Context: an optimization exercise on an open-source flow, tuned for small area, a short achievable clock period and few clock cycles per item. The choices shown serve that exercise and are no tape-out recipe. RTL that was checked went through simulation tests only; none was proved equivalent to the original. No functional check of the RTL was part of runs 2 to 4. Power figures rest on the tool's default switching activity, not on a simulated workload.

File: flow/run.sh
#!/bin/bash
# synth_recipe.tcl (not shown) runs the flow's synth.tcl, then flattens the netlist and writes it again
# the make line also repeats each setting of config.mk as NAME=value (left out here)
make -C /OpenROAD-flow-scripts/flow DESIGN_CONFIG=/design/flow/config.mk WORK_HOME=/design/flow/orfs CLKGATE_MAP_FILE= SYNTH_SCRIPT=/design/flow/synth_recipe.tcl finish
File: flow/config.mk
export PLATFORM = sky130hd
export DESIGN_NAME = mcdf
export DESIGN_NICKNAME = mcdf
export VERILOG_FILES = /design/flow/design.v
export SDC_FILE = /design/flow/constraint.sdc
export NUM_CORES = 4
export LEC_CHECK = 0
export CAP_MARGIN = 20
export CORE_MARGIN = 2
export CORE_UTILIZATION = 45
export PLACE_DENSITY = 0.6
export SLEW_MARGIN = 20
File: flow/constraint.sdc
create_clock -name core_clock -period 6.0 [get_ports {clk_i}]
set_input_delay 1.2000 -clock core_clock [delete_from_list [all_inputs] [get_ports {clk_i}]]
set_output_delay 1.2000 -clock core_clock [all_outputs]
set_load 0.01 [all_outputs]
File: flow/design.v
module mcdf(
  input clk_i,
  input rstn_i,
  input [1:0]  cmd_i,
  input [8-1:0] cmd_addr_i,
  input [32-1:0] cmd_data_i,
  output[32-1:0] cmd_data_o,
  input [31:0] ch0_data_i,
  input  ch0_vld_i,
  input [31:0] ch1_data_i,
  input  ch1_vld_i,
  input [31:0] ch2_data_i,
  input  ch2_vld_i,
  output  ch0_ready_o,
  output  ch1_ready_o,
  output  ch2_ready_o,
  input  fmt_grant_i,
  output [1:0] fmt_chid_o,
  output fmt_req_o,
  output [5:0]  fmt_length_o,
  output [31:0] fmt_data_o,
  output fmt_start_o,
  output fmt_end_o );
reg [5:0] creg0, creg1, creg2;           
wire cmd_wr = (cmd_i == 2'b10);
wire cmd_rd = (cmd_i == 2'b01);
wire wr0 = cmd_wr & (cmd_addr_i == 8'h00);
wire wr1 = cmd_wr & (cmd_addr_i == 8'h04);
wire wr2 = cmd_wr & (cmd_addr_i == 8'h08);
always @(posedge clk_i or negedge rstn_i)
  if (!rstn_i) begin
    creg0 <= 6'h07; creg1 <= 6'h07; creg2 <= 6'h07;
  end else begin
    if (wr0) creg0 <= cmd_data_i[5:0];
    if (wr1) creg1 <= cmd_data_i[5:0];
    if (wr2) creg2 <= cmd_data_i[5:0];
  end
wire [2:0] en = {creg2[0], creg1[0], creg0[0]};
wire [2:0] en_n = {wr2 ? cmd_data_i[0] : creg2[0],
                   wr1 ? cmd_data_i[0] : creg1[0],
                   wr0 ? cmd_data_i[0] : creg0[0]};
function [4:0] lmask;
  input [2:0] code;
  case (code)
    3'd0: lmask = 5'd3;
    3'd1: lmask = 5'd7;
    3'd2: lmask = 5'd15;
    default: lmask = 5'd31;
  endcase
endfunction
function [2:0] code_of;
  input [1:0] ch;
  case (ch)
    2'd0: code_of = creg0[5:3];
    2'd1: code_of = creg1[5:3];
    default: code_of = creg2[5:3];
  endcase
endfunction
reg  [1023:0] ring;           
reg  [2:0]    sel_r;          
reg  [1:0]    ich;            
reg           in_busy;        
reg  [4:0]    in_cnt;         
reg  [4:0]    nw;             
reg           aligned;        
reg  [5:0]    free;           
reg           f0, f31, f32;   
reg  [4:0]    k;              
reg  [3:0]    count;          
reg  [1:0]    pq [0:7];       
reg           gnt_ok;
reg           req_r;
reg           start_r, end_r, sending;
reg  [4:0]    out_idx;
reg  [1:0]    chid_r;
reg  [5:0]    len_r;
reg  [5:0]    cmd_data_r;
wire emp   = f32 | (f31 & sending);                  
wire wr_ok = (aligned & (~f0 | sending)) | emp;      
wire [2:0] rdy = sel_r & {3{wr_ok}};
wire [2:0] vld = {ch2_vld_i, ch1_vld_i, ch0_vld_i};
wire [2:0] acc_v = rdy & vld;
wire acc = |acc_v;
wire [1:0] acc_ch = {acc_v[2], acc_v[1]};
assign ch0_ready_o = rdy[0];
assign ch1_ready_o = rdy[1];
assign ch2_ready_o = rdy[2];
wire [4:0] in_mask = lmask(code_of(ich));
wire in_last = (in_cnt == in_mask);
wire push = acc & ~in_busy;
wire [31:0] r31 = ring[1023:992];
wire [31:0] r0_n = ({32{rdy[0]}} & ch0_data_i) |
                   ({32{rdy[1]}} & ch1_data_i) |
                   ({32{rdy[2]}} & ch2_data_i) |
                   ({32{~(|rdy)}} & r31);
always @(posedge clk_i)
  ring <= {ring[991:0], r0_n};
assign fmt_data_o = r31;
wire has_head = (count != 4'd0);
wire head_inprog = (count == 4'd1) & in_busy;
wire at_tap = (~sending & (k == 5'd30)) | end_r;
wire start_d = has_head & gnt_ok & at_tap & (~head_inprog | (acc & in_last));
wire [3:0] cnt_a = count - {3'd0, start_r};       
wire busy_n = in_busy ? ~(acc & in_last) : acc;
wire [2:0] cand = vld & en_n & ~rdy;
reg  [2:0] pick;
always @(*) begin
  pick = 3'b000;
  case (ich)
    2'd0: if (cand[1]) pick = 3'b010; else if (cand[2]) pick = 3'b100; else if (cand[0]) pick = 3'b001;
          else if (en_n[0]) pick = 3'b001; else if (en_n[1]) pick = 3'b010; else if (en_n[2]) pick = 3'b100;
    2'd1: if (cand[2]) pick = 3'b100; else if (cand[0]) pick = 3'b001; else if (cand[1]) pick = 3'b010;
          else if (en_n[1]) pick = 3'b010; else if (en_n[2]) pick = 3'b100; else if (en_n[0]) pick = 3'b001;
    default:
          if (cand[0]) pick = 3'b001; else if (cand[1]) pick = 3'b010; else if (cand[2]) pick = 3'b100;
          else if (en_n[2]) pick = 3'b100; else if (en_n[0]) pick = 3'b001; else if (en_n[1]) pick = 3'b010;
  endcase
end
wire [2:0] ich_oh = {ich == 2'd2, ich == 2'd1, ich == 2'd0};
wire [2:0] sel_n = busy_n ? ((in_busy ? ich_oh : acc_v) & en_n) : pick;
integer i;
reg [2:0] busy;
always @(*) begin
  busy = 3'b000;
  if (in_busy) busy = busy | ich_oh;
  if (sending) busy = busy | {chid_r == 2'd2, chid_r == 2'd1, chid_r == 2'd0};
  for (i = 0; i < 8; i = i + 1)
    if (i < count)
      busy = busy | {pq[i] == 2'd2, pq[i] == 2'd1, pq[i] == 2'd0};
end
always @(posedge clk_i or negedge rstn_i)
  if (!rstn_i) begin
    sel_r <= 3'b000;
    ich <= 2'd0;
    in_busy <= 1'b0;
    in_cnt <= 5'd0;
    nw <= 5'd0;
    aligned <= 1'b0;
    free <= 6'd32;
    f0 <= 1'b0; f31 <= 1'b0; f32 <= 1'b1;
    k <= 5'd0;
    count <= 4'd0;
    gnt_ok <= 1'b0;
    req_r <= 1'b0;
    start_r <= 1'b0;
    end_r <= 1'b0;
    sending <= 1'b0;
    out_idx <= 5'd0;
    chid_r <= 2'd0;
    len_r <= 6'd32;
    cmd_data_r <= 6'd0;
  end else begin
    sel_r <= sel_n;
    if (push) ich <= acc_ch;
    in_busy <= busy_n;
    if (acc) in_cnt <= in_busy ? in_cnt + 5'd1 : 5'd1;
    nw <= acc ? 5'd0 : nw + 5'd1;
    aligned <= acc | (nw == 5'd31);
    free <= acc ? (free + {5'd0, sending} - 6'd1) : (free + {5'd0, sending});
    f0  <= acc ? ((free == 6'd1 & ~sending) | (f0 & sending))
               : (f0 & ~sending);
    f32 <= acc ? (f32 & sending)
               : (f32 | (f31 & sending));
    f31 <= acc ? ((f32 & ~sending) | (f31 & sending))
               : ((f31 & ~sending) | ((free == 6'd30) & sending));
    k <= (acc & emp) ? 5'd0 : (sending ? 5'd31 : k + 5'd1);
    count <= push ? cnt_a + 4'd1 : cnt_a;
    gnt_ok <= ~start_r & (gnt_ok | (req_r & fmt_grant_i));
    req_r <= (cnt_a > 4'd1) | ((cnt_a == 4'd1) & (push | ~start_d)) | ((cnt_a == 4'd0) & push);
    start_r <= start_d;
    sending <= start_d | (sending & ~end_r);
    end_r <= sending & ~end_r & ({1'b0, out_idx} == len_r - 6'd2);
    out_idx <= (sending & ~end_r) ? out_idx + 5'd1 : 5'd0;
    if (~(sending & ~end_r)) begin
      chid_r <= pq[0];
      len_r <= {1'b0, lmask(code_of(pq[0]))} + 6'd1;
    end
    if (cmd_rd)
      case (cmd_addr_i)
        8'h00: cmd_data_r <= creg0;
        8'h04: cmd_data_r <= creg1;
        8'h08: cmd_data_r <= creg2;
        8'h10:  cmd_data_r <= busy[0] ? free : 6'd32;
        8'h14:  cmd_data_r <= busy[1] ? free : 6'd32;
        8'h18:  cmd_data_r <= busy[2] ? free : 6'd32;
        default: ;
      endcase
  end
always @(posedge clk_i)
  for (i = 0; i < 8; i = i + 1)
    if (push && cnt_a == i)
      pq[i] <= acc_ch;
    else if (start_r)
      pq[i] <= (i < 7) ? pq[(i + 1) % 8] : pq[7];
assign fmt_req_o = req_r;
assign fmt_start_o = start_r;
assign fmt_end_o = end_r;
assign fmt_chid_o = chid_r;
assign fmt_length_o = len_r;
assign cmd_data_o = {26'd0, cmd_data_r};
endmodule
==> results of run 1 <==
-- power groups by stage --
stage                     combinational (uW)  clock [uW]  sequential [uW]
final                                    276        6200             7640
after global routing                     306        6700             7650
after CTS                                279        6400             7640
after detailed placement                 277           0             7800
after global placement                   268           0             7800
after floorplan                          181           0             7760
-- area by class of cell --
class / instances / area [um2]
Fill cell: 4735 / 26630
Inverter: 29 / 108.9
Sequential cell: 1115 / 22870
Antenna cell: 2 / 5.005
Timing Repair Buffer: 175 / 1727
Clock inverter: 41 / 449.2
Multi-Input combinational cell: 529 / 3620
Tap cell: 773 / 967.2
Clock buffer: 142 / 2861
-- worst min-delay path by stage --
stage                     cells after the start  slack, ps          to      start
after floorplan                               0        310  ring[1000]  ring[968]
after global placement                        0        310    ring[46]   ring[14]
after detailed placement                      0        310   ring[215]  ring[183]
after CTS                                     0        310   ring[939]  ring[907]
after global routing                          0        320    ring[78]   ring[46]
final                                         0        320   ring[939]  ring[907]
-- worst max-delay path, cell delays in order, from the launching register on --
cell	delay [ps]
dfrtp_1	600
nor2_1	270
a211oi_4	300
buf_4	380
clkdlybuf4s50_1	620
-- sequential cells by signal (all words and copies together), names as in the netlist, 4 cells and up, named ones only --
name	count
free	6
pq	16
creg2	6
nw	5
count	4
out_idx	5
ring	1024
in_cnt	5
len_r	4
creg1	6
k	5
creg0	6
cmd_data_r	6
-- placed cells by master (no fill, tap or decap), types with 18 or more instances in the layout --
master,instances
a21oi_1,25
a222oi_1,34
clkbuf_1,23
clkbuf_16,101
clkbuf_8,18
clkdlybuf4s50_1,166
conb_1,28
dfrtp_1,63
dfxtp_1,1024
ha_1,20
inv_1,26
mux2_2,29
nand2_1,109
nor2_1,42
nor3_1,18
-- cells by family (layout without fill, tap and decap cells) --
group / count (synthesis) / after routing / share of synthesized area [%]
flip-flops: 1115 / 1115 / 84.35
AND/OR/NAND/NOR: 262 / 262 / 4.974
AO/OA/AOI/OAI: 154 / 154 / 4.541
buffers and inverters: 126 / 387 / 2.773
multiplexers: 38 / 38 / 1.555
XOR/XNOR: 27 / 27 / 0.8721
adder cells (fa/ha/maj): 20 / 20 / 0.9228
other: 1 / 30 / 0.01383
-- metal layers --
layer | vias to the layer above | global-route usage, % | wire [um]
li1 | 6153 | - | -
met1 | 5893 | 18.70 | 20250
met2 | 275 | 18.08 | 16360
met3 | 88 | 3.515 | 2038
met4 | 0 | 5.146 | 1044
met5 | - | 0 | 0
-- per-stage QoR --
| step | instances | hold slack [ps] | setup WS (ps) | area, um2 |
|---|---|---|---|---|
| 6_report | 2806 | 316.4 | 1992 | 32610 |
| 5_1_grt | 2804 | 324.2 | 1825 | 32610 |
| 4_1_cts | 2804 | 308.4 | 1945 | 32610 |
| 3_5_place_dp | 2621 | 312.1 | 1888 | 29290 |
| 3_3_place_gp | 2621 | 310.3 | 1946 | 29290 |
| 2_1_floorplan | 1770 | 309.6 | 2978 | 27220 |
==> impl_metrics.yaml, run 1 <==
drt:
  vias: 12410
  firstDrtPassIters: 5
  drtIter0Drc: 814
  avgViaCountPerCell: 4.422
  routed_wirelength_mm: 39.70
  wire_per_inst_um: 14.15
  route.detailed.drc: 0
  ant_nets: 0
worst_setup_path:
  worstPathArrival_ps: 2810
  cp-startpoint: "sending"
  crit_required_ps: 4800
  cp-endpoint: "ch2_ready_o"
  start_kind: "flop"
  reg2reg_to: "ring[3]"
  path_max_fanout: 22
  reg2reg_depth: 7
  cp-end-kind: "primary output"
  reg2reg_slack_ps: 2810
  criticalPathCategory: "reg -> out"
logic_synthesis:
  ys_warn_count: 2
  ys_types: 77
  syn_area_per_cell_um2: 15.56
  synth_seq_cells: 1115
  synth_largest_area_cell: "dfxtp_1"
  syn_inst: 1743
  synth_ff_type: "dfxtp_1"
  synth_commonest_cells: "dfxtp_1 (1024), nand2_1 (109), dfrtp_1 (63)"
  ys_top_cells_by_area: "dfxtp_1 (76%), dfrtp_1 (5.8%), edfxtp_1 (1.8%)"
  async_flop_share_pct: 6.726
  synth_area_mm2: 0.02712
  synth_top_area_share_pct: 75.60
  synth_edf_count: 16
  synth_most_common_cell: "dfxtp_1"
  yosysSeqAreaShare_pct: 84.35
power:
  p_switching_uw: 2830
  p_per_area_mw_per_mm2: 432.9
  p_int_uw: 11290
  ir_worst_vdd_v: 0.0002563
  p_seq_share_pct: 54.1
  p_leak_uw: 0.01323
  sw_frac_of_total_pct: 20.05
  combPwrFrac_pct: 2.0
  total_power_uw: 14120
  clkPwrFrac_pct: 43.9
timing:
  fin_skew_ps: 18.93
  fmax_ghz: 0.2495
  slew_violations: 0
  hold_viol: 0
  finalCritPeriodShare_pct: 66.80
  relSlewSlack_pct: 30.51
  rsz0062_at_grt: "false"
  setup_tns_ps: 0
  finalSetupViolCount: 0
  worst_slew_pin_slew_ps: 1028
  fin_crit_ps: 4008
clock_tree:
  cts_tree: "done"
  clock_sinks: 1115
  cts_buffers: 99
  holdBufCountCts: 0
  cts_max_level: 3
  clk_latency_ps: 630
  clockRootBuffer: "clkbuf_16"
  post_cts_buffers: 0
  cts_buffer_depth: 3
  cts.clk_slew.worst_paths_ps: 60
  cts_resized: 0
global_route:
  track_usage_pct: 12.85
  grt_pass1_vias: 12290
  grt_pass1_wl_mm: 64.25
  grt_antenna_before_repair: 0
  grt_max_degree: 70
  grt-ovfl-total: 0
final_layout:
  layout-drive-gt1-share_pct: 11.57
  nNetsFinal: 2113
  areaGrowthSynthToFinish_pct: 20.26
  fin_util_pct: 55.05
outcome:
  outcome: "finished clean"
die:
  start_util_pct: 45.77
  core_area_mm2: 0.05924
  fp-row-count: 89
  ios: 222
  design.die.area_mm2: 0.06224
  dieWidth_um: 249.5
  dieHeight_um: 249.5
placement:
  hpwl_mm: 24.47
  io_buffers: 167
  finalWeightedCongestion: 0.8089
hold_path:
  min_path_type: "reg -> reg"
job:
  cap_violations: 0
Testbench counts, summed over its fixed seeds: cycles 3,336, items 3,072.
==> run 2, diff against run 1 <==
--- a/flow/design.v
+++ b/flow/design.v
@@ -59,3 +59,3 @@
 reg  [1023:0] ring;           
-reg  [2:0]    sel_r;          
+reg  [2:0]    rdy_r;          
 reg  [1:0]    ich;            
@@ -63,4 +63,4 @@
 reg  [4:0]    in_cnt;         
+reg           in_last;        
 reg  [4:0]    nw;             
-reg           aligned;        
 reg  [5:0]    free;           
@@ -68,2 +68,3 @@
 reg  [4:0]    k;              
+reg           k30;            
 reg  [3:0]    count;          
@@ -77,20 +78,15 @@
 reg  [5:0]    cmd_data_r;
-wire emp   = f32 | (f31 & sending);                  
-wire wr_ok = (aligned & (~f0 | sending)) | emp;      
-wire [2:0] rdy = sel_r & {3{wr_ok}};
 wire [2:0] vld = {ch2_vld_i, ch1_vld_i, ch0_vld_i};
-wire [2:0] acc_v = rdy & vld;
-wire acc = |acc_v;
-wire [1:0] acc_ch = {acc_v[2], acc_v[1]};
-assign ch0_ready_o = rdy[0];
-assign ch1_ready_o = rdy[1];
-assign ch2_ready_o = rdy[2];
+wire acc = |(rdy_r & vld);                   
+wire [1:0] rdy_ch = {rdy_r[2], rdy_r[1]};
+assign ch0_ready_o = rdy_r[0];
+assign ch1_ready_o = rdy_r[1];
+assign ch2_ready_o = rdy_r[2];
+wire [2:0] ich_oh = {ich == 2'd2, ich == 2'd1, ich == 2'd0};
 wire [4:0] in_mask = lmask(code_of(ich));
-wire in_last = (in_cnt == in_mask);
-wire push = acc & ~in_busy;
 wire [31:0] r31 = ring[1023:992];
-wire [31:0] r0_n = ({32{rdy[0]}} & ch0_data_i) |
-                   ({32{rdy[1]}} & ch1_data_i) |
-                   ({32{rdy[2]}} & ch2_data_i) |
-                   ({32{~(|rdy)}} & r31);
+wire [31:0] r0_n = ({32{rdy_r[0]}} & ch0_data_i) |
+                   ({32{rdy_r[1]}} & ch1_data_i) |
+                   ({32{rdy_r[2]}} & ch2_data_i) |
+                   ({32{~(|rdy_r)}} & r31);
 always @(posedge clk_i)
@@ -100,7 +96,7 @@
 wire head_inprog = (count == 4'd1) & in_busy;
-wire at_tap = (~sending & (k == 5'd30)) | end_r;
-wire start_d = has_head & gnt_ok & at_tap & (~head_inprog | (acc & in_last));
-wire [3:0] cnt_a = count - {3'd0, start_r};       
-wire busy_n = in_busy ? ~(acc & in_last) : acc;
-wire [2:0] cand = vld & en_n & ~rdy;
+wire at_tap = (~sending & k30) | end_r;
+wire st_base = has_head & gnt_ok & at_tap;
+wire emp = f32 | (f31 & sending);            
+wire [3:0] cnt_a = count - {3'd0, start_r};  
+wire [2:0] cand = vld & en_n & ~rdy_r;
 reg  [2:0] pick;
@@ -118,4 +114,20 @@
 end
-wire [2:0] ich_oh = {ich == 2'd2, ich == 2'd1, ich == 2'd0};
-wire [2:0] sel_n = busy_n ? ((in_busy ? ich_oh : acc_v) & en_n) : pick;
+wire start0 = st_base & ~head_inprog;
+wire start1 = st_base & (~head_inprog | in_last);
+wire snd_keep = sending & ~end_r;
+wire snd0 = start0 | snd_keep;
+wire snd1 = start1 | snd_keep;
+wire al0 = (nw == 5'd31);
+wire f0_0  = f0 & ~sending;
+wire f0_1  = ((free == 6'd1) & ~sending) | (f0 & sending);
+wire f32_0 = f32 | (f31 & sending);
+wire f32_1 = f32 & sending;
+wire f31_0 = (f31 & ~sending) | ((free == 6'd30) & sending);
+wire f31_1 = (f32 & ~sending) | (f31 & sending);
+wire wok0 = (al0 & (~f0_0 | snd0)) | f32_0 | (f31_0 & snd0);
+wire wok1 = (~f0_1 | snd1) | f32_1 | (f31_1 & snd1);
+wire [2:0] sel0 = in_busy ? (ich_oh & en_n) : pick;
+wire [2:0] sel1 = in_busy ? (in_last ? pick : (ich_oh & en_n)) : (rdy_r & en_n);
+wire busy1 = ~in_busy | ~in_last;
+wire start_d = acc ? start1 : start0;
 integer i;
@@ -130,5 +142,6 @@
 end
+wire push = acc & ~in_busy;
 always @(posedge clk_i or negedge rstn_i)
   if (!rstn_i) begin
-    sel_r <= 3'b000;
+    rdy_r <= 3'b000;
     ich <= 2'd0;
@@ -136,4 +149,4 @@
     in_cnt <= 5'd0;
+    in_last <= 1'b0;
     nw <= 5'd0;
-    aligned <= 1'b0;
     free <= 6'd32;
@@ -141,2 +154,3 @@
     k <= 5'd0;
+    k30 <= 1'b0;
     count <= 4'd0;
@@ -152,16 +166,14 @@
   end else begin
-    sel_r <= sel_n;
-    if (push) ich <= acc_ch;
-    in_busy <= busy_n;
+    rdy_r <= acc ? (sel1 & {3{wok1}}) : (sel0 & {3{wok0}});
+    if (push) ich <= rdy_ch;
+    in_busy <= acc ? busy1 : in_busy;
     if (acc) in_cnt <= in_busy ? in_cnt + 5'd1 : 5'd1;
+    if (acc) in_last <= in_busy & ((in_cnt + 5'd1) == in_mask);
     nw <= acc ? 5'd0 : nw + 5'd1;
-    aligned <= acc | (nw == 5'd31);
     free <= acc ? (free + {5'd0, sending} - 6'd1) : (free + {5'd0, sending});
-    f0  <= acc ? ((free == 6'd1 & ~sending) | (f0 & sending))
-               : (f0 & ~sending);
-    f32 <= acc ? (f32 & sending)
-               : (f32 | (f31 & sending));
-    f31 <= acc ? ((f32 & ~sending) | (f31 & sending))
-               : ((f31 & ~sending) | ((free == 6'd30) & sending));
+    f0  <= acc ? f0_1  : f0_0;
+    f32 <= acc ? f32_1 : f32_0;
+    f31 <= acc ? f31_1 : f31_0;
     k <= (acc & emp) ? 5'd0 : (sending ? 5'd31 : k + 5'd1);
+    k30 <= ~(acc & emp) & ~sending & (k == 5'd29);
     count <= push ? cnt_a + 4'd1 : cnt_a;
@@ -170,6 +182,6 @@
     start_r <= start_d;
-    sending <= start_d | (sending & ~end_r);
-    end_r <= sending & ~end_r & ({1'b0, out_idx} == len_r - 6'd2);
-    out_idx <= (sending & ~end_r) ? out_idx + 5'd1 : 5'd0;
-    if (~(sending & ~end_r)) begin
+    sending <= acc ? snd1 : snd0;
+    end_r <= snd_keep & ({1'b0, out_idx} == len_r - 6'd2);
+    out_idx <= snd_keep ? out_idx + 5'd1 : 5'd0;
+    if (~snd_keep) begin
       chid_r <= pq[0];
@@ -191,3 +203,3 @@
     if (push && cnt_a == i)
-      pq[i] <= acc_ch;
+      pq[i] <= rdy_ch;
     else if (start_r)
==> run 2 against run 1 <==
  * Still clean on timing, DRC and antenna
  * Total power increased by 6.3%
  * Worst hold slack got worse by 15 ps
  * Cell count increased by 0.25%
  * Synthesized cell count increased by 0.46%
  * Largest cell class unchanged
==> impl_metrics.yaml, run 2 <==
logic_synthesis:
  synth_area_mm2: 0.02700
  synth_ff_type: "dfxtp_1"
  synth_top_family_by_area: "simple AND/OR/NAND/NOR gates"
  ys_top_cells_by_area: "dfxtp_1 (76%), dfrtp_1 (5.9%), edfxtp_1 (1.8%)"
  syn_inst: 1751
  synth_top_area_share_pct: 75.92
  synth_commonest_cells: "dfxtp_1 (1024), nand2_1 (112), dfrtp_1 (64)"
  synth_seq_cells: 1116
  synth-compound-area-share_pct: 4.448
  synth-adder-area-share_pct: 0.8804
  synth_edf_count: 16
  synth_most_common_cell: "dfxtp_1"
  yosys.area_share.xor_xnor_pct: 0.8757
  synth.area.mux_share_pct: 1.552
  syn_area_per_cell_um2: 15.42
  yosysSeqAreaShare_pct: 84.79
  synth_largest_area_cell: "dfxtp_1"
  synth-simple-area-share_pct: 4.833
  async_flop_share_pct: 6.810
  ys_types: 72
  ys_warn_count: 2
drt:
  wire_per_inst_um: 14.65
  avgViaCountPerCell: 4.494
  drtIter0Drc: 922
  routed_wirelength_mm: 41.21
  route.detailed.drc: 0
  ant_nets: 0
  vias: 12640
  firstDrtPassIters: 6
clock_tree:
  cts_buffers: 102
  cts_max_level: 3
  post_cts_buffers: 0
  cts.clk_slew.worst_paths_ps: 60
  clockRootBuffer: "clkbuf_16"
  clock_sinks: 1116
  cts_resized: 0
  clk_latency_ps: 640
  cts_buffer_depth: 3
  holdBufCountCts: 0
  cts_tree: "done"
timing:
  setup_tns_ps: 0
  worst_slew_pin_slew_ps: 965.6
  hold_viol: 0
  fin_skew_ps: 29.92
  relSlewSlack_pct: 35.63
  slew_violations: 0
  finalSetupViolCount: 0
  fmax_ghz: 0.3019
  rsz0062_at_grt: "false"
  hold-worst-slack_ps: 301.9
  finalCritPeriodShare_pct: 55.21
  fin_crit_ps: 3313
final_layout:
  largest_reg_flops: 1024
  fillCellCount: 4715
  layout-drive-gt1-share_pct: 11.42
  nNetsFinal: 2120
  final_cell_mix: "dfxtp_1 (1024), clkdlybuf4s50_1 (166), nand2_1 (112)"
  top_register: "ring"
  stdcell_count: 2813
  top_regs: "ring x1024, pq x16"
  areaGrowthSynthToFinish_pct: 21.02
  final_common_cell: "dfxtp_1"
  diodes: 0
worst_setup_path:
  cp_cell_sequence: "clkdlybuf4s50_1 -> or4b_2 -> nor3_1 -> nand2_1 -> mux2_2"
  path_max_fanout: 7
  worstPathArrival_ps: 3840
  crit_required_ps: 6520
  criticalPathCategory: "in -> reg"
  cp-end-kind: "flop"
  slowest_stage: "nor3_1"
  max_stage_delay_ps: 690
  start_kind: "input pin"
global_route:
  grt_max_degree: 77
  track_usage_pct: 13.51
  grt-ovfl-total: 0
  grt_pass1_vias: 12650
  grt_pass1_wl_mm: 66.96
  grt_antenna_before_repair: 2
die:
  core_area_mm2: 0.05913
  dieHeight_um: 249.0
  design.die.area_mm2: 0.06198
  fp-row-count: 89
  dieWidth_um: 249.0
  ios: 222
  start_util_pct: 45.67
placement:
  placedCellCount: 2626
  hpwl_mm: 24.45
  io_buffers: 167
  finalWeightedCongestion: 0.8406
job:
  cap_violations: 0
power:
  ir_worst_vdd_v: 0.0002574
  p_leak_uw: 0.01328
  p_per_area_mw_per_mm2: 459.3
hold_path:
  min_path_type: "reg -> reg"
outcome:
  outcome: "finished clean"
run 2: cell types whose count changed after synthesis, moves of 6 or more:
cell / delta
nand3_1: +9
nand2b_1: +7
o31ai_1: +8
buf_2: -6
clkbuf_1: +10
nor2b_1: +6
a22oi_1: -6
nor2_1: -11
run 2: area by class of cell:
cell class                      instances  area, um2  share of cell area, %
Tap cell                              773      967.2                  2.960
Multi-Input combinational cell        539       3510                  10.74
Sequential cell                      1116      22900                  70.08
Timing Repair Buffer                  174       1719                  5.261
Clock buffer                          142       2990                  9.151
Clock inverter                         45      501.7                  1.535
Inverter                               24      90.09                 0.2757
run 2: path summary, 6_finish.rpt:
kind	depth (start not counted)	startpoint	slack (ps)	end
worst max register to register	6	sending	3240	rdy_r[1]
min in group asynchronous	2	rstn_i	800	nw[2]
worst max-delay path	5	cmd_addr_i[2]	2690	creg1[4]
worst min register to register	0	ring[654]	300	ring[686]
max in group asynchronous	2	rstn_i	4500	rdy_r[0]
worst min-delay path	0	ring[654]	300	ring[686]
run 2: stage by stage:
stage | util [%] | total power, uW | setup WS [ps] | instance area (um2)
global placement | 49.36 | 8688 | 2178 | 29190
floorplan | - | 8446 | 2890 | 27100
finish | 55.27 | 15010 | 2687 | 32680
detailed placement | 49.36 | 8712 | 2082 | 29190
CTS | 55.27 | 15220 | 2752 | 32680
global route | 55.27 | 15630 | 2617 | 32680
run 2: critical path, delay by kind of cell:
kind / cells / cell delay [ps]
AND/OR/NAND/NOR: 3 / 1670
multiplexers: 1 / 360
buffers and inverters: 1 / 600
run 2: report_power, final:
group	total, uW	switching (uW)	internal [uW]	leakage (uW)
combinational	563	298	265	0.00219
clock	6460	2650	3810	0.00172
sequential	7990	203	7790	0.00937
run 2: kinds of logic after synthesis:
family                     Yosys count
DFF                               1116
and+or+nand+nor                    267
AOI/OAI and AO/OA                  160
buffers and inverters              123
muxes                               38
xor gates and xnor gates            27
adders and majority gates           19
other                                1
run 2: layer usage:
metal,GRT usage [%],wire length (um),vias to the layer above,part of all wire (%)
li1,-,-,6195,-
met5,0,0,-,0
met3,3.459,2089,70,5.1
met2,19.48,17470,322,42
met1,19.53,20670,6054,50
met4,5.126,980,0,2.4
==> run 3, diff against run 2 <==
--- a/flow/config.mk
+++ b/flow/config.mk
@@ -7,2 +7,3 @@
 export LEC_CHECK = 0
+export ABC_CLOCK_PERIOD_IN_PS = 2400
 export CAP_MARGIN = 20
@@ -11,2 +12,3 @@
 export PLACE_DENSITY = 0.6
+export SETUP_SLACK_MARGIN = 3.6
 export SLEW_MARGIN = 20
==> run 3 against run 2 <==
  * Clock skew up 1.3 ps
  * Maximum frequency up 25%
  * Total power down 0.19%
  * Combinational power up 28%
  * Sequential share of layout area down 1.9 points
  * First-iteration DRC count down 26%
  * Sequential cell count unchanged
==> impl_metrics.yaml, run 3 <==
outcome:
  outcome: "finished clean"
timing:
  slew_violations: 0
  setup_tns_ps: 0
  relSlewSlack_pct: 32.90
  fmax_ghz: 0.3788
  finalSetupViolCount: 0
  worst_slew_pin_slew_ps: 1006
  fin_skew_ps: 31.22
  fin_crit_ps: 2640
  finalCritPeriodShare_pct: 44.00
  rsz0062_at_grt: "true"
  hold_viol: 0
clock_tree:
  clockRootBuffer: "clkbuf_16"
  cts_buffers: 99
  holdBufCountCts: 0
  cts.clk_slew.worst_paths_ps: 60
  cts_tree: "done"
  cts_buffer_depth: 3
  clk_latency_ps: 640
  cts_max_level: 3
  clock_sinks: 1116
die:
  dieHeight_um: 249.0
  core_area_mm2: 0.05913
  design.die.area_mm2: 0.06198
  start_util_pct: 45.67
  ios: 222
  dieWidth_um: 249.0
  fp-row-count: 89
global_route:
  grt_pass1_vias: 13020
  grt-ovfl-total: 0
  track_usage_pct: 14.11
  grt_max_degree: 77
  grt_pass1_wl_mm: 69.26
  grt_antenna_before_repair: 0
final_layout:
  fin_area_mm2: 0.03369
  diodes: 0
  final_cell_mix: "dfxtp_1 (1006), nand2_1 (108), clkbuf_16 (105)"
  areaGrowthSynthToFinish_pct: 24.77
  largest_reg_flops: 1024
  layout-drive-gt1-share_pct: 21.21
  top_regs: "ring x1024, pq x16"
  nNetsFinal: 2190
  fillCellCount: 4644
  final_common_cell: "dfxtp_1"
  top_register: "ring"
drt:
  ant_nets: 0
  wl_met1_mm: 21.06
  routed_wirelength_mm: 43.42
  wl_met3_mm: 2.286
  route.detailed.drc: 0
  wire_per_inst_um: 15.10
  wl_met2_mm: 18.59
  vias: 12960
  firstDrtPassIters: 6
  avgViaCountPerCell: 4.506
  routed.top_layer: "met4"
  drtIter0Drc: 680
logic_synthesis:
  async_flop_share_pct: 6.810
  ys_warn_count: 2
  synth_seq_cells: 1116
  synth_edf_count: 16
  synth_largest_area_cell: "dfxtp_1"
  synth_top_area_share_pct: 75.92
  yosysSeqAreaShare_pct: 84.79
  ys_types: 72
  syn_area_per_cell_um2: 15.42
  synth_most_common_cell: "dfxtp_1"
  synth_area_mm2: 0.02700
  syn_inst: 1751
  synth_ff_type: "dfxtp_1"
  synth_commonest_cells: "dfxtp_1 (1024), nand2_1 (112), dfrtp_1 (64)"
  ys_top_cells_by_area: "dfxtp_1 (76%), dfrtp_1 (5.9%), edfxtp_1 (1.8%)"
worst_setup_path:
  criticalPathCategory: "in -> reg"
  reg2reg_slack_ps: 3460
  reg2reg_to: "rdy_r[1]"
  cp-end-kind: "flop"
  crit_required_ps: 6520
  worstPathArrival_ps: 3160
  reg2reg_depth: 6
  path_max_fanout: 4
  r2r_start: "sending"
  start_kind: "input pin"
power:
  p_per_area_mw_per_mm2: 444.6
  p_seq_share_pct: 53.3
  p_int_uw: 11820
  clkPwrFrac_pct: 41.9
  ir_worst_vdd_v: 0.0002177
  sw_frac_of_total_pct: 21.11
  p_leak_uw: 0.01392
  p_switching_uw: 3162
  combPwrFrac_pct: 4.8
hold_path:
  min_to: "ring[802]"
  min-delay-start: "ring[770]"
  hold_depth: 0
  min_path_type: "reg -> reg"
job:
  cap_violations: 0
placement:
  hpwl_mm: 25.42
  placed_area_mm2: 0.02934
  finalWeightedCongestion: 0.8334
  io_buffers: 167
==> run 3: area by class of cell <==
type                       instances  area, um2  share of cell area (%)
timing repair buffer             246       2205                   6.543
inverter                          24      92.59                  0.2748
clock inverter                    35      420.4                   1.248
sequential                      1116      22970                   68.17
tap                              773      967.2                   2.871
multi-input combinational        540       4113                   12.21
clock buffer                     142       2927                   8.686
==> run 3: through the flow <==
step / setup WS, ps / utilization [%] / cells / total power, uW / hold slack, ps
floorplan: 2905 / - / 1778 / 8475 / 309.6
global placement: 2090 / 49.61 / 2626 / 8700 / 311.2
detailed placement: 2127 / 49.62 / 2626 / 8731 / 312.1
CTS: 3348 / 56.33 / 2857 / 15100 / 303.4
global route: 3347 / 56.98 / 2876 / 15590 / 300.9
finish: 3360 / 56.98 / 2876 / 14980 / 297.2
==> run 3: routing by layer <==
layer	GRT usage (%)	up-vias
met5	0	-
li1	-	6316
met4	6.476	0
met2	20.58	301
met3	3.950	99
met1	19.55	6243
==> run 3: worst max-delay path, stage by stage <==
cell and delay, ps:
buf_8 100, or4_4 540, o31a_1 270, or2_4 280, a2111o_1 420, a32o_1 270, o311ai_1 70
==> run 3: cells by family (layout without fill, tap and decap cells) <==
logic type,count (synthesis),after routing,synth area share (%)
XOR/XNOR,27,27,0.8757
AND/OR/NAND/NOR,267,268,4.833
adder cells (fa/ha/maj),19,19,0.8804
buffers and inverters,123,447,2.604
flip-flops,1116,1116,84.79
AO/OA/AOI/OAI,160,160,4.448
multiplexers,38,38,1.552
other,1,28,0.01389
==> run 3: timing repair <==
action | in CTS | in global routing
buffers inserted | 53 | 19
hold endpoints to repair | 0 | 0
cloned | 1 | 0
pin swaps | 29 | 22
setup endpoints to repair | 117 | 56
resized for setup | 367 | 51
==> run 3: power groups by stage <==
stage	logic (uW)	registers (uW)	clock network [uW]
after floorplan	440	8040	0
after global placement	571	8130	0
after detailed placement	590	8140	0
after CTS	653	7990	6460
after global routing	789	8030	6770
final	719	7990	6270
==> run 3: worst max path at each step <==
| stage | from | end | slack (ps) | cells past startpoint |
|---|---|---|---|---|
| detailed placement | cmd_addr_i[4] | rdy_r[2] | 2130 | 7 |
| floorplan | cmd_addr_i[1] | rdy_r[1] | 2910 | 7 |
| CTS | rdy_r[0] | ch0_ready_o | 3350 | 2 |
| finish | cmd_addr_i[2] | rdy_r[1] | 3360 | 7 |
| global placement | cmd_addr_i[1] | rdy_r[2] | 2090 | 8 |
| global route | rdy_r[0] | ch0_ready_o | 3350 | 2 |
==> run 4, diff against run 3 <==
--- a/flow/config.mk
+++ b/flow/config.mk
@@ -11,2 +11,4 @@
 export CORE_UTILIZATION = 45
+export CTS_BUF_LIST = sky130_fd_sc_hd__clkbuf_8
+export CTS_CLUSTER_SIZE = 30
 export PLACE_DENSITY = 0.6
==> run 4 against run 3 <==
  * Still clean
  * Non-clock buffer count is 3 lower
  * Combinational power is 3.5% lower
  * Sequential power is essentially flat
  * Critical path depth is 5 lower
  * Register-to-register slack better by 90 ps
  * Die area did not move
  * Clock power is 5.4% lower
  * Final area increased by 0.22%
  * Total power is 2.4% lower
  * Critical path type is now reg -> out
==> impl_metrics.yaml, run 4 <==
die:
  fp-row-count: 89
  dieWidth_um: 249.0
  dieHeight_um: 249.0
  start_util_pct: 45.67
  core_area_mm2: 0.05913
  design.die.area_mm2: 0.06198
  ios: 222
global_route:
  grt_antenna_before_repair: 1
  grt_pass1_vias: 13660
  track_usage_pct: 14.55
  grt_max_degree: 77
  grt_pass1_wl_mm: 70.66
  grt-ovfl-total: 0
clock_tree:
  clk_latency_ps: 780
  cts_buffer_depth: 3
  holdBufCountCts: 0
  cts_tree: "done"
  clockRootBuffer: "clkbuf_8"
  clock_sinks: 1116
  cts.clk_slew.worst_paths_ps: 60
  cts_max_level: 4
  cts_buffers: 162
logic_synthesis:
  synth.area.mux_share_pct: 1.552
  ys_warn_count: 2
  syn_area_per_cell_um2: 15.42
  synth-simple-area-share_pct: 4.833
  synth_ff_type: "dfxtp_1"
  synth_top_area_share_pct: 75.92
  ys_types: 72
  synth_largest_area_cell: "dfxtp_1"
  synth_seq_cells: 1116
  synth_commonest_cells: "dfxtp_1 (1024), nand2_1 (112), dfrtp_1 (64)"
  ys_top_cells_by_area: "dfxtp_1 (76%), dfrtp_1 (5.9%), edfxtp_1 (1.8%)"
  async_flop_share_pct: 6.810
  syn_inst: 1751
  synth_edf_count: 16
  yosys.area_share.xor_xnor_pct: 0.8757
  synth-compound-area-share_pct: 4.448
  synth_most_common_cell: "dfxtp_1"
  synth_area_mm2: 0.02700
  synth-adder-area-share_pct: 0.8804
  synth_top_family_by_area: "simple AND/OR/NAND/NOR gates"
  yosysSeqAreaShare_pct: 84.79
drt:
  firstDrtPassIters: 7
  ant_nets: 0
  route.detailed.drc: 0
  vias: 13300
  routed_wirelength_mm: 44.24
  avgViaCountPerCell: 4.448
  wire_per_inst_um: 14.80
  drtIter0Drc: 699
final_layout:
  top_register: "ring"
  areaGrowthSynthToFinish_pct: 25.05
  stdcell_count: 2990
  fin_area_mm2: 0.03377
  final_cell_mix: "dfxtp_1 (992), clkbuf_8 (203), nand2_1 (109)"
  nNetsFinal: 2250
  largest_reg_flops: 1024
  layout-drive-gt1-share_pct: 23.97
  final_common_cell: "dfxtp_1"
  top_regs: "ring x1024, pq x16"
timing:
  fin_crit_ps: 2745
  relSlewSlack_pct: 33.80
  fmax_ghz: 0.3644
  rsz0062_at_grt: "true"
  hold_viol: 0
  fin_skew_ps: 38.87
  worst_slew_pin_slew_ps: 992.9
  setup_tns_ps: 0
  finalCritPeriodShare_pct: 45.74
  setup_ws_ps: 3255
  slew_violations: 0
  finalSetupViolCount: 0
worst_setup_path:
  worstPathArrival_ps: 1540
  path_max_fanout: 2
  crit_required_ps: 4800
  cp-startpoint: "rdy_r[0]"
  reg2reg_depth: 7
  reg2reg_to: "pq[4][0]"
  start_kind: "flop"
  cp-end-kind: "primary output"
  criticalPathCategory: "reg -> out"
  reg2reg_slack_ps: 3550
  r2r_start: "count[0]"
  cp-endpoint: "ch0_ready_o"
placement:
  dp_slack_ps: 2127
  hpwl_mm: 25.42
  placed_area_mm2: 0.02934
  finalWeightedCongestion: 0.8334
  io_buffers: 167
  placedCellCount: 2626
power:
  total_power_uw: 14620
  p_leak_uw: 0.01421
  ir_worst_vdd_v: 0.0002115
  p_per_area_mw_per_mm2: 432.8
hold_path:
  min_path_type: "reg -> reg"
outcome:
  outcome: "finished clean"
job:
  cap_violations: 0
[run 4: changes by cell type in the layout (fill, tap and decap cells not counted), sizes merged]
cell           delta
clkinvlp          -3
clkinv            -7
clkdlybuf4s50     +1
diode             +2
bufinv            -4
dlymetal6s2s      +1
buf               -7
inv              +68
clkbuf           +63
[run 4: area by class of cell]
cell class | count | area, um2
repair buffers | 243 | 2291
fillers | 4652 | 25360
well taps | 773 | 967.2
flip-flops and latches | 1116 | 22990
clock inverters | 89 | 555.5
clock buffers | 203 | 2794
inverters | 24 | 90.09
multi-input cells | 540 | 4075
diodes | 2 | 5.005
[run 4: worst min-delay path by stage]
stage / from / endpoint / slack [ps] / depth (start not counted)
6_report: ring[871] / ring[903] / 300 / 0
3_3_place_gp: ring[962] / ring[994] / 310 / 0
2_1_floorplan: ring[968] / ring[1000] / 310 / 0
5_1_grt: ring[935] / ring[967] / 310 / 0
3_5_place_dp: ring[973] / ring[1005] / 310 / 0
4_1_cts: ring[871] / ring[903] / 290 / 0
[run 4: where the power goes]
part / internal, uW / switching [uW] / total [uW]
logic: 319 / 376 / 694
clock network: 3220 / 2710 / 5930
registers: 7790 / 206 / 7990
total: 11300 / 3290 / 14600
[run 4: repair_timing]
action | 4_1_cts | 5_1_grt
gates resized for setup | 382 | 51
setup buffers | 46 | 23
gates cloned | 1 | 0
pin swaps | 19 | 27
endpoints found under the setup margin | 113 | 87
hold endpoints to repair | 0 | 0
[run 4: per-layer routing]
layer	routed length, um	vias up	track usage (%)
met3	2541	97	4.451
met2	19140	363	20.94
li1	-	6471	-
met1	21280	6370	19.60
met4	1291	0	8.052
met5	0	-	0
[run 4: worst max-delay path: stages (launching register included)]
cell,delay [ps]
dfrtp_4,510
buf_12,140
buf_6,110
[run 4: cell families (layout without fill, tap and decap cells)]
kind of cell	count (synthesis)	after routing
flops	1116	1116
simple gates	267	268
compound gates	160	160
buf+inv	123	559
mux	38	38
xor+xnor	27	27
fa+ha+maj	19	19
other cells	1	30
[run 4: through the flow]
stage | hold WS (ps) | util (%)
6_report | 295.2 | 57.11
5_1_grt | 310.7 | 57.11
4_1_cts | 290.5 | 56.44
3_5_place_dp | 312.1 | 49.62
3_3_place_gp | 311.2 | 49.61
2_1_floorplan | 309.6 | -
==> run 5, diff against run 4 <==
--- a/flow/design.v
+++ b/flow/design.v
@@ -60,2 +60,3 @@
 reg  [2:0]    rdy_r;          
+reg  [2:0]    wsel_r;         
 reg  [1:0]    ich;            
@@ -87,6 +88,6 @@
 wire [31:0] r31 = ring[1023:992];
-wire [31:0] r0_n = ({32{rdy_r[0]}} & ch0_data_i) |
-                   ({32{rdy_r[1]}} & ch1_data_i) |
-                   ({32{rdy_r[2]}} & ch2_data_i) |
-                   ({32{~(|rdy_r)}} & r31);
+wire [31:0] r0_n = ({32{wsel_r[0]}} & ch0_data_i) |
+                   ({32{wsel_r[1]}} & ch1_data_i) |
+                   ({32{wsel_r[2]}} & ch2_data_i) |
+                   ({32{~(|wsel_r)}} & r31);
 always @(posedge clk_i)
@@ -100,3 +101,3 @@
 wire [3:0] cnt_a = count - {3'd0, start_r};  
-wire [2:0] cand = vld & en_n & ~rdy_r;
+wire [2:0] cand = vld & en & ~rdy_r;
 reg  [2:0] pick;
@@ -106,8 +107,8 @@
     2'd0: if (cand[1]) pick = 3'b010; else if (cand[2]) pick = 3'b100; else if (cand[0]) pick = 3'b001;
-          else if (en_n[0]) pick = 3'b001; else if (en_n[1]) pick = 3'b010; else if (en_n[2]) pick = 3'b100;
+          else if (en[0]) pick = 3'b001; else if (en[1]) pick = 3'b010; else if (en[2]) pick = 3'b100;
     2'd1: if (cand[2]) pick = 3'b100; else if (cand[0]) pick = 3'b001; else if (cand[1]) pick = 3'b010;
-          else if (en_n[1]) pick = 3'b010; else if (en_n[2]) pick = 3'b100; else if (en_n[0]) pick = 3'b001;
+          else if (en[1]) pick = 3'b010; else if (en[2]) pick = 3'b100; else if (en[0]) pick = 3'b001;
     default:
           if (cand[0]) pick = 3'b001; else if (cand[1]) pick = 3'b010; else if (cand[2]) pick = 3'b100;
-          else if (en_n[2]) pick = 3'b100; else if (en_n[0]) pick = 3'b001; else if (en_n[1]) pick = 3'b010;
+          else if (en[2]) pick = 3'b100; else if (en[0]) pick = 3'b001; else if (en[1]) pick = 3'b010;
   endcase
@@ -128,4 +129,6 @@
 wire wok1 = (~f0_1 | snd1) | f32_1 | (f31_1 & snd1);
-wire [2:0] sel0 = in_busy ? (ich_oh & en_n) : pick;
-wire [2:0] sel1 = in_busy ? (in_last ? pick : (ich_oh & en_n)) : (rdy_r & en_n);
+wire [2:0] sel0 = in_busy ? (ich_oh & en) : pick;
+wire [2:0] sel1 = in_busy ? (in_last ? pick : (ich_oh & en)) : (rdy_r & en);
+wire [2:0] kill = {wr2 & ~cmd_data_i[0], wr1 & ~cmd_data_i[0], wr0 & ~cmd_data_i[0]};
+wire [2:0] wsel_n = acc ? (sel1 & {3{wok1}}) : (sel0 & {3{wok0}});
 wire busy1 = ~in_busy | ~in_last;
@@ -146,2 +149,3 @@
     rdy_r <= 3'b000;
+    wsel_r <= 3'b000;
     ich <= 2'd0;
@@ -166,3 +170,4 @@
   end else begin
-    rdy_r <= acc ? (sel1 & {3{wok1}}) : (sel0 & {3{wok0}});
+    wsel_r <= wsel_n;
+    rdy_r <= wsel_n & ~kill;
     if (push) ich <= rdy_ch;
@@ -202,3 +207,3 @@
   for (i = 0; i < 8; i = i + 1)
-    if (push && cnt_a == i)
+    if (~in_busy && cnt_a == i)      
       pq[i] <= rdy_ch;
--- a/flow/config.mk
+++ b/flow/config.mk
@@ -11,4 +11,2 @@
 export CORE_UTILIZATION = 45
-export CTS_BUF_LIST = sky130_fd_sc_hd__clkbuf_8
-export CTS_CLUSTER_SIZE = 30
 export PLACE_DENSITY = 0.6
==> run 5 against run 4 <==
  * Non-clock buffer count decreased by 43
  * Sequential cell count rose by 3
  * Die area increased by 0.62%
  * Worst hold slack improved by 0.86 ps
  * Clock power grew 16%
  * Synthesized cell count grew 0.69%
  * Maximum frequency grew 11%
  * Still clean
  * Critical path type unchanged
  * Wire length fell by 4.3%
  * Final area down 1.3%
  * Global-route usage fell by 0.95 points
==> impl_metrics.yaml, run 5 <==
final_layout:
  multi_input_comb_area_mm2: 0.003734
  fin_area_mm2: 0.03333
  fillCellCount: 4756
  layout-drive-gt1-share_pct: 18.17
  areaGrowthSynthToFinish_pct: 22.64
  top_register: "ring"
  seq_area_mm2: 0.02302
  final_cell_mix: "dfxtp_1 (1003), clkdlybuf4s50_1 (107), nand2_1 (104)"
  nNetsFinal: 2152
  top_regs: "ring x1024, pq x16"
  final_common_cell: "dfxtp_1"
  largest_reg_flops: 1024
  stdcell_count: 2858
logic_synthesis:
  synth_seq_cells: 1119
  syn_area_per_cell_um2: 15.41
  yosysSeqAreaShare_pct: 84.54
  ys_warn_count: 2
  async_flop_share_pct: 7.060
  synth_top_area_share_pct: 75.44
  ys_types: 71
  syn_inst: 1763
  synth_largest_area_cell: "dfxtp_1"
  ys_top_cells_by_area: "dfxtp_1 (75%), dfrtp_1 (6.2%), edfxtp_1 (1.8%)"
  synth_edf_count: 16
  synth_most_common_cell: "dfxtp_1"
  synth_ff_type: "dfxtp_1"
  synth_commonest_cells: "dfxtp_1 (1024), nand2_1 (106), dfrtp_1 (67)"
  synth_area_mm2: 0.02717
worst_setup_path:
  criticalPathCategory: "reg -> out"
  crit_required_ps: 4800
  slowest_stage: "dfstp_2"
  cp_cell_sequence: "buf_6"
  path_buf_inv: 1
  critical-path-top-delay-family: "flip-flops"
  cp-end-kind: "primary output"
  max_stage_delay_ps: 540
  start_kind: "flop"
  path_max_fanout: 2
  worstPathArrival_ps: 1280
  reg2reg_slack_ps: 3720
timing:
  setup_ws_ps: 3517
  rsz0062_at_grt: "true"
  relSlewSlack_pct: 38.49
  finalCritPeriodShare_pct: 41.38
  worst_slew_pin_slew_ps: 922.7
  hold_viol: 0
  fin_crit_ps: 2483
  hold-worst-slack_ps: 296.0
  fmax_ghz: 0.4028
  setup_tns_ps: 0
  fin_skew_ps: 39.63
  slew_violations: 0
  finalSetupViolCount: 0
drt:
  avgViaCountPerCell: 4.451
  drtIter0Drc: 731
  wire_per_inst_um: 14.82
  ant_nets: 0
  firstDrtPassIters: 6
  routed_wirelength_mm: 42.36
  vias: 12720
  route.detailed.drc: 0
die:
  ios: 222
  core_area_mm2: 0.06002
  design.die.area_mm2: 0.06237
  start_util_pct: 45.27
  dieWidth_um: 249.7
  fp-row-count: 90
  dieHeight_um: 249.7
placement:
  hpwl_mm: 24.59
  placed_area_mm2: 0.02939
  dp_slack_ps: 2528
  placedCellCount: 2640
  io_buffers: 167
  finalWeightedCongestion: 0.8111
hold_path:
  min_path_type: "reg -> reg"
global_route:
  grt_pass1_vias: 12930
  grt_antenna_before_repair: 1
  grt-ovfl-total: 0
  grt_pass1_wl_mm: 67.70
  grt_max_degree: 80
  track_usage_pct: 13.60
clock_tree:
  cts_max_level: 3
  cts_buffer_depth: 3
  cts.clk_slew.worst_paths_ps: 60
  clk_latency_ps: 640
  cts_tree: "done"
  clockRootBuffer: "clkbuf_16"
  clock_sinks: 1119
  holdBufCountCts: 0
  cts_buffers: 100
power:
  p_per_area_mw_per_mm2: 529.7
  ir_worst_vdd_v: 0.0002547
  p_leak_uw: 0.01390
job:
  cap_violations: 0
outcome:
  outcome: "finished clean"
[run 5: cell count changes after synthesis, sizes merged, moves of 5 or more]
cell,before,now
nor2,31,41
a21boi,1,8
nand2b,20,27
nand3,24,17
o21ai,21,28
nand2,112,106
o21bai,1,6
o221ai,1,6
o31ai,8,3
[run 5: cell families after synthesis]
kind of cell / synth area share (%)
compound gates: 4.370
xor+xnor: 0.9347
fa+ha+maj: 0.8749
buf+inv: 2.753
flops: 84.54
mux: 1.694
other cells: 0.01380
simple gates: 4.821
[run 5: through the flow]
step                util (%)  total power, uW
CTS                    55.23            17840
floorplan                  -            10390
detailed placement     48.97            10920
global placement       48.97            10870
finish                 55.53            17650
global route           55.52            18430
[run 5: final timing paths]
kind | to | cells past startpoint | startpoint
max in group asynchronous | in_busy | 1 | rstn_i
hold / removal | ring[594] | 0 | ring[562]
setup / recovery | fmt_length_o[5] | 1 | len_r[5]
hold reg to reg | ring[594] | 0 | ring[562]
min in group asynchronous | out_idx[4] | 1 | rstn_i
setup reg to reg | cmd_data_r[0] | 6 | count[1]
[run 5: repair_timing]
item,in CTS,in global routing
pin swaps,6,7
cloned,1,0
endpoints found under the setup margin,85,83
gates resized for setup,250,36
buffers inserted,22,6
[run 5: cell type report]
type	count	area share (%)
well taps	782	2.936
repair buffers	200	5.267
inverters	29	0.3454
flip-flops and latches	1119	69.09
diodes	1	0.007509
multi-input cells	539	11.20
clock inverters	61	2.699
clock buffers	127	8.455
[run 5: where the power goes]
part           leakage (uW)  switching (uW)  internal (uW)  total, uW
logic               0.00255             577            468       1050
registers           0.00953             558           9190       9750
clock network       0.00182            2750           4110       6860
[run 5: metal layers]
| metal | part of all wire, % | track usage [%] | vias to the layer above |
|---|---|---|---|
| met5 | 0 | 0 | - |
| met3 | 4.8 | 3.557 | 122 |
| met2 | 42 | 19.32 | 311 |
| met4 | 4.0 | 6.816 | 0 |
| met1 | 49 | 19.21 | 6082 |
| li1 | - | - | 6205 |
Testbench counts of run 5, summed over its fixed seeds: cycles 3,336, items 3,072.
==> run 6, diff against run 5 <==
--- a/flow/config.mk
+++ b/flow/config.mk
@@ -11,2 +11,5 @@
 export CORE_UTILIZATION = 45
+export CTS_BUF_LIST = sky130_fd_sc_hd__clkbuf_16
+export CTS_CLUSTER_DIAMETER = 50
+export CTS_CLUSTER_SIZE = 40
 export PLACE_DENSITY = 0.6
==> run 6 against run 5 <==
  * Still clean
  * Critical path depth did not move
  * Combinational power about the same
  * Clock skew is essentially flat
  * First-iteration DRC count is 3.8% lower
  * Final area fell by 2.5%
  * Sequential power is essentially flat
  * Wire length is 2.1% lower
  * Clock-buffer cell count shrank 44
  * Highest routed layer unchanged
==> impl_metrics.yaml, run 6 <==
outcome:
  outcome: "finished clean"
timing:
  finalSetupViolCount: 0
  slew_violations: 0
  worst_slew_pin_slew_ps: 900.6
  finalCritPeriodShare_pct: 40.62
  hold_viol: 0
  hold-worst-slack_ps: 290.1
  fin_crit_ps: 2437
  setup_tns_ps: 0
  rsz0062_at_grt: "true"
  fmax_ghz: 0.4103
  fin_skew_ps: 39.19
  relSlewSlack_pct: 39.96
clock_tree:
  clock_sinks: 1119
  cts.clk_slew.worst_paths_ps: 100
  holdBufCountCts: 0
  clockRootBuffer: "clkbuf_16"
  cts_buffers: 81
  cts_max_level: 3
  cts_tree: "done"
  cts_buffer_depth: 3
  clk_latency_ps: 620
drt:
  avgViaCountPerCell: 4.446
  vias: 12540
  firstDrtPassIters: 7
  route.detailed.drc: 0
  wire_per_inst_um: 14.70
  ant_nets: 0
  routed_wirelength_mm: 41.48
  drtIter0Drc: 703
power:
  p_leak_uw: 0.01349
  ir_worst_vdd_v: 0.0002221
  p_per_area_mw_per_mm2: 505.1
global_route:
  grt_pass1_wl_mm: 66.64
  track_usage_pct: 13.36
  grt_max_degree: 80
  grt_antenna_before_repair: 1
  grt_pass1_vias: 12650
  grt-ovfl-total: 0
hold_path:
  min_path_type: "reg -> reg"
worst_setup_path:
  criticalPathCategory: "reg -> out"
  path_buf_inv: 1
  max_stage_delay_ps: 500
  cp-end-kind: "primary output"
  worstPathArrival_ps: 1240
  slowest_stage: "dfrtp_4"
  start_kind: "flop"
  cp_cell_sequence: "buf_6"
  crit_required_ps: 4800
  critical-path-top-delay-family: "flip-flops"
  path_max_fanout: 2
die:
  start_util_pct: 45.27
  dieWidth_um: 249.7
  dieHeight_um: 249.7
  ios: 222
  fp-row-count: 90
  design.die.area_mm2: 0.06237
  core_area_mm2: 0.06002
logic_synthesis:
  synth_edf_count: 16
  synth_seq_cells: 1119
  synth_commonest_cells: "dfxtp_1 (1024), nand2_1 (106), dfrtp_1 (67)"
  ys_types: 71
  syn_area_per_cell_um2: 15.41
  syn_inst: 1763
  yosysSeqAreaShare_pct: 84.54
  synth_ff_type: "dfxtp_1"
  synth_area_mm2: 0.02717
  synth_top_area_share_pct: 75.44
  async_flop_share_pct: 7.060
  synth_most_common_cell: "dfxtp_1"
  synth_largest_area_cell: "dfxtp_1"
  ys_top_cells_by_area: "dfxtp_1 (75%), dfrtp_1 (6.2%), edfxtp_1 (1.8%)"
  ys_warn_count: 2
final_layout:
  multi_input_comb_area_mm2: 0.003737
  fin_util_pct: 54.15
  final_cell_mix: "dfxtp_1 (998), clkdlybuf4s50_1 (106), nand2_1 (104)"
  areaGrowthSynthToFinish_pct: 19.61
  fillCellCount: 4865
  stdcell_count: 2821
  seq_area_mm2: 0.02303
  diodes: 0
  layout-drive-gt1-share_pct: 17.07
  largest_reg_flops: 1024
  top_register: "ring"
  nNetsFinal: 2135
  final_common_cell: "dfxtp_1"
  top_regs: "ring x1024, pq x16"
placement:
  finalWeightedCongestion: 0.8111
  hpwl_mm: 24.59
  io_buffers: 167
  placedCellCount: 2640
job:
  cap_violations: 0
## run 6: cell counts after synthesis
Identical to the previous run, type by type.
## run 6: worst paths after layout
path	startpoint	to	slack, ps	cells past startpoint
max in group asynchronous	rstn_i	ich[1]	4800	1
setup / recovery	rdy_r[1]	ch1_ready_o	3560	1
hold reg to reg	ring[781]	ring[813]	290	0
min in group asynchronous	rstn_i	out_idx[4]	620	1
setup reg to reg	start_r	pq[1][0]	3720	7
hold / removal	ring[781]	ring[813]	290	0
## run 6: where the power goes
group	total, uW	internal [uW]	switching, uW
Sequential	9730	9180	553
Combinational	1040	467	574
Clock	5650	2770	2880
## run 6: cells by family (layout without fill, tap and decap cells)
logic type               count (synthesis)  after routing  synth area share [%]
AO/OA/AOI/OAI                          155            155                 4.370
adder cells (fa/ha/maj)                 19             19                0.8749
AND/OR/NAND/NOR                        266            266                 4.821
other                                    1             28               0.01380
flip-flops                            1119           1119                 84.54
XOR/XNOR                                29             29                0.9347
buffers and inverters                  132            381                 2.753
multiplexers                            42             42                 1.694
## run 6: what timing repair did
item / 4_1_cts / 5_1_grt
setup endpoints to repair: 87 / 72
setup buffers: 25 / 5
gates resized for setup: 261 / 29
gates cloned: 1 / 0
pin swaps: 6 / 8
## run 6: per-stage QoR
stage	setup slack, ps	area, um2	total power (uW)
2_1_floorplan	3371	27390	10390
3_3_place_gp	2582	29390	10870
3_5_place_dp	2528	29390	10920
4_1_cts	3515	32370	16610
5_1_grt	3518	32500	17180
6_report	3563	32500	16420
## run 6: area by class of cell
cell class | count | area share [%]
clock inverter | 67 | 2.545
inverter | 29 | 0.3503
timing repair buffer | 202 | 5.347
clock buffer | 83 | 6.390
tap | 782 | 3.010
multi-input combinational | 539 | 11.50
sequential | 1119 | 70.86
## run 6: metal layers
| metal | vias up | GRT usage (%) | wire (um) | share of wire (%) |
|---|---|---|---|---|
| met1 | 5999 | 19.03 | 20690 | 50 |
| met3 | 105 | 3.296 | 1922 | 4.6 |
| met2 | 278 | 19.32 | 17440 | 42 |
| li1 | 6160 | - | - | - |
| met5 | - | 0 | 0 | 0 |
| met4 | 0 | 5.921 | 1423 | 3.4 |
==> run 7, diff against run 6 <==
--- a/flow/config.mk
+++ b/flow/config.mk
@@ -13,3 +13,3 @@
 export CTS_CLUSTER_DIAMETER = 50
-export CTS_CLUSTER_SIZE = 40
+export CTS_CLUSTER_SIZE = 50
 export PLACE_DENSITY = 0.6
==> run 7 against run 6 <==
  * Still clean
  * Register-to-register slack barely moved
  * Largest cell class unchanged
  * Sequential cell count did not move
  * Worst setup slack did not move
  * Critical endpoint unchanged
  * Worst hold slack did not move
  * Sequential power barely moved
==> impl_metrics.yaml, run 7 <==
power:
  clkPwrFrac_pct: 34.4
  p_leak_uw: 0.01349
  p_int_uw: 12420
  sw_frac_of_total_pct: 24.38
  total_power_uw: 16420
  p_seq_share_pct: 59.3
  p_switching_uw: 4002
  combPwrFrac_pct: 6.3
  ir_worst_vdd_v: 0.0002221
  p_per_area_mw_per_mm2: 505.1
die:
  start_util_pct: 45.27
  fp-row-count: 90
  ios: 222
  dieWidth_um: 249.7
  design.die.area_mm2: 0.06237
  core_area_mm2: 0.06002
  dieHeight_um: 249.7
timing:
  relSlewSlack_pct: 39.96
  slew_violations: 0
  worst_slew_pin_slew_ps: 900.6
  hold_viol: 0
  rsz0062_at_grt: "true"
  fin_skew_ps: 39.19
  fin_crit_ps: 2437
  fmax_ghz: 0.4103
  setup_tns_ps: 0
  finalSetupViolCount: 0
  finalCritPeriodShare_pct: 40.62
worst_setup_path:
  reg2reg_to: "pq[1][0]"
  critical-path-top-delay-family: "flip-flops"
  start_kind: "flop"
  reg2reg_depth: 7
  path_max_fanout: 2
  max_stage_delay_ps: 500
  path_buf_inv: 1
  reg2reg_slack_ps: 3720
  crit_required_ps: 4800
  worstPathArrival_ps: 1240
  cp-end-kind: "primary output"
  slowest_stage: "dfrtp_4"
  criticalPathCategory: "reg -> out"
  r2r_start: "start_r"
  cp_cell_sequence: "buf_6"
logic_synthesis:
  synth_ff_type: "dfxtp_1"
  async_flop_share_pct: 7.060
  yosysSeqAreaShare_pct: 84.54
  synth_largest_area_cell: "dfxtp_1"
  synth_commonest_cells: "dfxtp_1 (1024), nand2_1 (106), dfrtp_1 (67)"
  ys_warn_count: 2
  synth_most_common_cell: "dfxtp_1"
  ys_top_cells_by_area: "dfxtp_1 (75%), dfrtp_1 (6.2%), edfxtp_1 (1.8%)"
  syn_area_per_cell_um2: 15.41
  syn_inst: 1763
  ys_types: 71
  synth_seq_cells: 1119
  synth_area_mm2: 0.02717
  synth_top_area_share_pct: 75.44
  synth_edf_count: 16
clock_tree:
  clock_sinks: 1119
  clockRootBuffer: "clkbuf_16"
  clk_latency_ps: 620
  cts_tree: "done"
  cts_max_level: 3
  cts.clk_slew.worst_paths_ps: 100
  holdBufCountCts: 0
  cts_buffers: 81
  cts_buffer_depth: 3
hold_path:
  min-delay-start: "ring[781]"
  min_path_type: "reg -> reg"
  hold_depth: 0
  min_to: "ring[813]"
drt:
  ant_nets: 0
  drtIter0Drc: 703
  avgViaCountPerCell: 4.446
  route.detailed.drc: 0
  firstDrtPassIters: 7
  routed_wirelength_mm: 41.48
  wire_per_inst_um: 14.70
  vias: 12540
final_layout:
  fillCellCount: 4865
  layout-drive-gt1-share_pct: 17.07
  diodes: 0
  nNetsFinal: 2135
  seq_area_mm2: 0.02303
  areaGrowthSynthToFinish_pct: 19.61
  top_regs: "ring x1024, pq x16"
  largest_reg_flops: 1024
  final_common_cell: "dfxtp_1"
  multi_input_comb_area_mm2: 0.003737
  final_cell_mix: "dfxtp_1 (998), clkdlybuf4s50_1 (106), nand2_1 (104)"
  top_register: "ring"
  stdcell_count: 2821
global_route:
  grt_antenna_before_repair: 1
  grt_pass1_wl_mm: 66.64
  grt_max_degree: 80
  grt_pass1_vias: 12650
  grt-ovfl-total: 0
  track_usage_pct: 13.36
placement:
  placedCellCount: 2640
  hpwl_mm: 24.59
  finalWeightedCongestion: 0.8111
  io_buffers: 167
outcome:
  outcome: "finished clean"
job:
  cap_violations: 0
-- run 7: power by group through the flow --
stage / registers (uW) / clock network, uW / logic [uW]
6_report: 9730 / 5650 / 1040
4_1_cts: 9770 / 5820 / 1030
5_1_grt: 9920 / 6100 / 1150
2_1_floorplan: 9600 / 0 / 781
3_5_place_dp: 9880 / 0 / 1040
3_3_place_gp: 9860 / 0 / 1010
-- run 7: stage by stage --
step                hold slack (ps)  instance area, um2  worst slack (ps)  utilization [%]
detailed placement            312.1               29390              2528            48.97
global placement              311.0               29390              2582            48.97
floorplan                     309.6               27390              3371                -
finish                        290.1               32500              3563            54.15
CTS                           289.2               32370              3515            53.94
global route                  293.4               32500              3518            54.15
-- run 7: logic make-up after synthesis --
family	synth area share [%]
flops	84.54
xor+xnor	0.9347
fa+ha+maj	0.8749
buf+inv	2.753
compound gates	4.370
simple gates	4.821
other cells	0.01380
mux	1.694
-- run 7: layer usage --
| layer | vias up | routed length, um | part of all wire, % | track usage, % |
|---|---|---|---|---|
| met5 | - | 0 | 0 | 0 |
| met4 | 0 | 1423 | 3.4 | 5.921 |
| met3 | 105 | 1922 | 4.6 | 3.296 |
| met2 | 278 | 17440 | 42 | 19.32 |
| met1 | 5999 | 20690 | 50 | 19.03 |
| li1 | 6160 | - | - | - |
-- run 7: how the worst max path moves through the flow --
stage                  startpoint  slack [ps]              end  cells past startpoint
global route             len_r[5]        3520  fmt_length_o[5]                      1
global placement    cmd_addr_i[0]        2580         creg1[2]                      6
floorplan           cmd_addr_i[0]        3370         creg1[3]                      6
detailed placement  cmd_addr_i[0]        2530         creg1[1]                      6
CTS                      rdy_r[1]        3510      ch1_ready_o                      1
finish                   rdy_r[1]        3560      ch1_ready_o                      1
-- run 7: layout make-up --
type	count	share of cell area [%]
multi-input combinational	539	11.50
clock buffer	83	6.390
timing repair buffer	202	5.347
sequential	1119	70.86
tap	782	3.010
clock inverter	67	2.545
inverter	29	0.3503
-- run 7: what timing repair did --
action                                  CTS  global route
cloned                                    1             0
buffers inserted                         25             5
pin swaps                                 6             8
resized for setup                       261            29
endpoints found under the setup margin   87            72

==> re-timing with driven ports <==
No port has a modelled driver above. Below, the same layouts with a new extraction and two added sets of constraints.
Step 1 assumes that a clkbuf_16 drives the clock port and a buf_2 every other input.
Step 2 adds t to the input delays and takes it off the output delays; t is the mean of the earliest and latest rising clock arrival at the registers after step 1. Input paths then give back, and output paths get back, about the clock's delay inside the block.
Slacks: ideal ports / drivers / drivers and shift; pairs: ideal ports / drivers.
| run | shift t [ns] | setup slack, ns | latest minus earliest clock arrival (ns) | slew at the worst register clock pin (ns) | cell pins on the clock port's net |
|---|---|---|---|---|---|
| run 1 | 0.680 | 1.992 / 1.933 / 1.885 | 0.020 / 0.020 | 0.07 / 0.07 | 1 |
| run 2 | 0.685 | 2.687 / 2.705 / 2.020 | 0.034 / 0.034 | 0.06 / 0.06 | 1 |
| run 3 | 0.679 | 3.360 / 3.349 / 2.700 | 0.033 / 0.033 | 0.07 / 0.07 | 1 |
| run 4 | 0.818 | 3.255 / 3.197 / 2.694 | 0.039 / 0.040 | 0.07 / 0.07 | 1 |
| run 5 | 0.682 | 3.517 / 3.460 / 2.956 | 0.045 / 0.046 | 0.07 / 0.07 | 1 |
| run 6 | 0.663 | 3.563 / 3.505 / 3.037 | 0.058 / 0.058 | 0.10 / 0.10 | 1 |
| run 7 | 0.663 | 3.563 / 3.505 / 3.037 | 0.058 / 0.058 | 0.10 / 0.10 | 1 |
After both steps setup and hold are still met in every run listed. For run 2, which loses most, drivers alone change the setup slack by +0.018 ns; drivers and shift together by -0.667 ns.
